This is an optimization exercise on Yosys and OpenROAD, whose aim is small area, a short achievable clock period and few clock cycles, not a production implementation. Function was checked by simulation only, so behaviour that the tests miss may differ from the original. Power figures rest on the tool's default switching activity, not on a simulated workload.

Design layer1, start of the top module:
module layer1(
input clk,
input reset_n,
input waitrequest,
input readdatavalid,
input [15:0] readdata,
output chipselect,
output [1:0] byteenable,
output reg read_n,
output reg write_n,
output reg [15:0] writedata,
output reg [31:0] address,
input ready,
output reg done
);
	localparam K  = 8;           
	localparam KW = 3;           
	localparam M  = 7;           
	localparam MW = 3;           
	localparam [10:0] IC0   = 11'd992;    
	localparam [10:0] ICEND = 11'd1776;   
	localparam [6:0]  Q0    = 7'd40;      
	localparam [6:0]  QEND  = 7'd65;      
	localparam [17:0] WB0   = 18'd400;    
	localparam [17:0] ROW   = 18'd784;    
	assign chipselect = 1'b1;
	assign byteenable = 2'b11;
	reg run;                  
	reg fin;                  
	reg clr;                  
	reg wph;                  
	reg rq_img, rq_wt, rq_wr;
	wire active = rq_img | rq_wt | rq_wr;
	wire acc_ok = active & ~waitrequest;
	reg [10:0] ic;            
	reg [6:0]  q;             
	reg [17:0] wb;            
	reg [KW-1:0] kk;          
	reg [MW-1:0] ahead;       
	reg [MW-1:0] avail;       
	reg [M-1:0]  mk;
	wire [M+1:0] mkx = {mk, 2'b00};
  ...
Size: about 730 cells after synthesis, ~200 flip-flops, ~75 I/O pins.
Settings: LEC_CHECK=0, ABC_CLOCK_PERIOD_IN_PS=2500, CAP_MARGIN=20, CORE_MARGIN=2, CORE_UTILIZATION=55, CTS_BUF_LIST=sky130_fd_sc_hd__clkbuf_4 sky130_fd_sc_hd__clkbuf_8, PLACE_DENSITY=0.7, SETUP_SLACK_MARGIN=2.5, SLEW_MARGIN=40; clock period 5.0 ns.
standard.sh (not shown) runs the stock make flow with config.mk's settings and CLKGATE_MAP_FILE= SYNTH_SCRIPT=/design/flow/synth_recipe.tcl, a recipe that flattens the netlist after the stock synthesis.
==> flow/flow/run.sh <==
#!/bin/bash
# Layout: the standard flow (standard.sh, synthesis included, unchanged)
# with two resizer choices changed: ports get buf_4 buffers instead of the
# smallest buffer cell, and timing repair may change a cell's footprint when
# it resizes it. The whole make output goes to flow.log; ORFS keeps each
# step's own log under orfs/logs/.
set -euo pipefail
sed 's|"\${@:-finish}"|BUFFER_PORTS_ARGS="-buffer_cell sky130_fd_sc_hd__buf_4" MATCH_CELL_FOOTPRINT=0 "${@:-finish}"|' standard.sh > standard_mod.sh
grep -q 'MATCH_CELL_FOOTPRINT=0' standard_mod.sh
bash standard_mod.sh > flow.log 2>&1
Testbench counts at the start, summed over its fixed seeds: cycles 953,835.
Next try:
==> flow/run.sh (new file) <==
#!/bin/bash
# synth_recipe.tcl (not shown) runs the flow's synth.tcl, then flattens the netlist and writes it again
# the make line also repeats each setting of config.mk as NAME=value (left out here)
make -C /OpenROAD-flow-scripts/flow DESIGN_CONFIG=/design/flow/config.mk WORK_HOME=/design/flow/orfs CLKGATE_MAP_FILE= SYNTH_SCRIPT=/design/flow/synth_recipe.tcl finish
Settings changed: CORE_UTILIZATION 55 to 40, CTS_BUF_LIST sky130_fd_sc_hd__clkbuf_4 sky130_fd_sc_hd__clkbuf_8 to default, PLACE_DENSITY 0.7 to 0.6, SETUP_SLACK_MARGIN 2.5 to 2.4, SLEW_MARGIN 40 to 20.
removed: flow/flow/run.sh
removed: flow/standard.sh
After rerunning:
- via count is lower by 3.3%
- wire length is lower by 3.5%
- die area goes up by 36%
- register-to-register slack got worse by 0.09 ns
- core utilization goes down by 17 points
- worst hold slack is worse by 0.0065 ns
- setup slack improves by 0.067 ns
- non-clock buffer count came out lower by 7
- area after synthesis does not change
- global-route usage decreases by 7.0 points
Next try:
==> flow/flow/run.sh (new file) <==
#!/bin/bash
# Layout: the standard flow (standard.sh, synthesis included, unchanged)
# with two resizer choices changed: ports get buf_4 buffers instead of the
# smallest buffer cell, and timing repair may change a cell's footprint when
# it resizes it. The whole make output goes to flow.log; ORFS keeps each
# step's own log under orfs/logs/.
set -euo pipefail
sed 's|"\${@:-finish}"|BUFFER_PORTS_ARGS="-buffer_cell sky130_fd_sc_hd__buf_4" MATCH_CELL_FOOTPRINT=0 "${@:-finish}"|' standard.sh > standard_mod.sh
grep -q 'MATCH_CELL_FOOTPRINT=0' standard_mod.sh
bash standard_mod.sh > flow.log 2>&1
==> flow/standard.sh (new file) <==
#!/bin/bash
# synth_recipe.tcl (not shown) runs the flow's synth.tcl, then flattens the netlist and writes it again
# the make line also repeats each setting of config.mk as NAME=value (left out here)
make -C /OpenROAD-flow-scripts/flow DESIGN_CONFIG=/design/flow/config.mk WORK_HOME=/design/flow/orfs CLKGATE_MAP_FILE= SYNTH_SCRIPT=/design/flow/synth_recipe.tcl "${@:-finish}"
Settings changed: CORE_UTILIZATION 40 to 55, CTS_BUF_LIST from default to sky130_fd_sc_hd__clkbuf_4 sky130_fd_sc_hd__clkbuf_8, PLACE_DENSITY 0.6 to 0.7, SLEW_MARGIN 20 to 40, TNS_END_PERCENT from default to 10.
removed: flow/run.sh
Outcome: Via count rose slightly. Synthesized area stays the same. Clock-buffer cell count rose by 1. Final cell count fell by a few percent. Power fell by roughly a tenth. Routed wire length stays flat. Non-clock buffer count fell by 10.
Next try:
Settings changed: CORE_UTILIZATION 55 to 40, CTS_BUF_LIST sky130_fd_sc_hd__clkbuf_4 sky130_fd_sc_hd__clkbuf_8 to default, PLACE_DENSITY 0.7 to 0.6, SLEW_MARGIN 40 to 20, TNS_END_PERCENT 10 to default.
=> Synthesized area is unchanged; design area increases by about 5%; clock power increases by about 40%; worst hold slack degrades by 0.014 ns; fmax increases by 1.1%.
Next try:
Settings changed: CORE_UTILIZATION 40 to 55, CTS_BUF_LIST from default to sky130_fd_sc_hd__clkbuf_4 sky130_fd_sc_hd__clkbuf_8, GPL_TIMING_DRIVEN from default to 0, PLACE_DENSITY 0.6 to 0.7, SLEW_MARGIN 20 to 40.
=> Routed wire length came out higher by a few percent; power goes down by a few percent; worst setup slack gets worse by 0.086 ns; global-route usage rose by 6.9 points; combinational power rises by a little under a tenth; cell count shrinks slightly; hold slack improves by 0.016 ns; clock-buffer cell count is higher by 1.

-- separate check: timing with driven ports --
In the flow no input, the clock included, has a driving cell. The finished layouts below were timed again as built, in two steps. Step 1: set_driving_cell puts a clkbuf_16 on clk and a buf_2 on each other input, an assumption about the parent block. Step 2, shift: input delay + t, output delay - t, t = (earliest + latest rising clock arrival at the registers) / 2. This alone moves slack from input paths to output paths. Slacks: ideal / step 1 / step 2; pairs: ideal / step 1.
run	shift t [ns]	setup slack, ns	cell pins on the clock port's net
the first run	0.504	2.330 / 2.292 / 2.046	1
the second run	0.468	2.397 / 2.390 / 1.948	1
the third run	0.504	2.414 / 2.375 / 1.977	1
the fourth run	0.491	2.442 / 2.396 / 2.014	1
the fifth run	0.506	2.356 / 2.315 / 1.897	1
After both steps setup and hold are still met in every run listed. For the fifth run, which loses most, drivers alone change the setup slack by -0.041 ns; drivers and shift together by -0.459 ns.
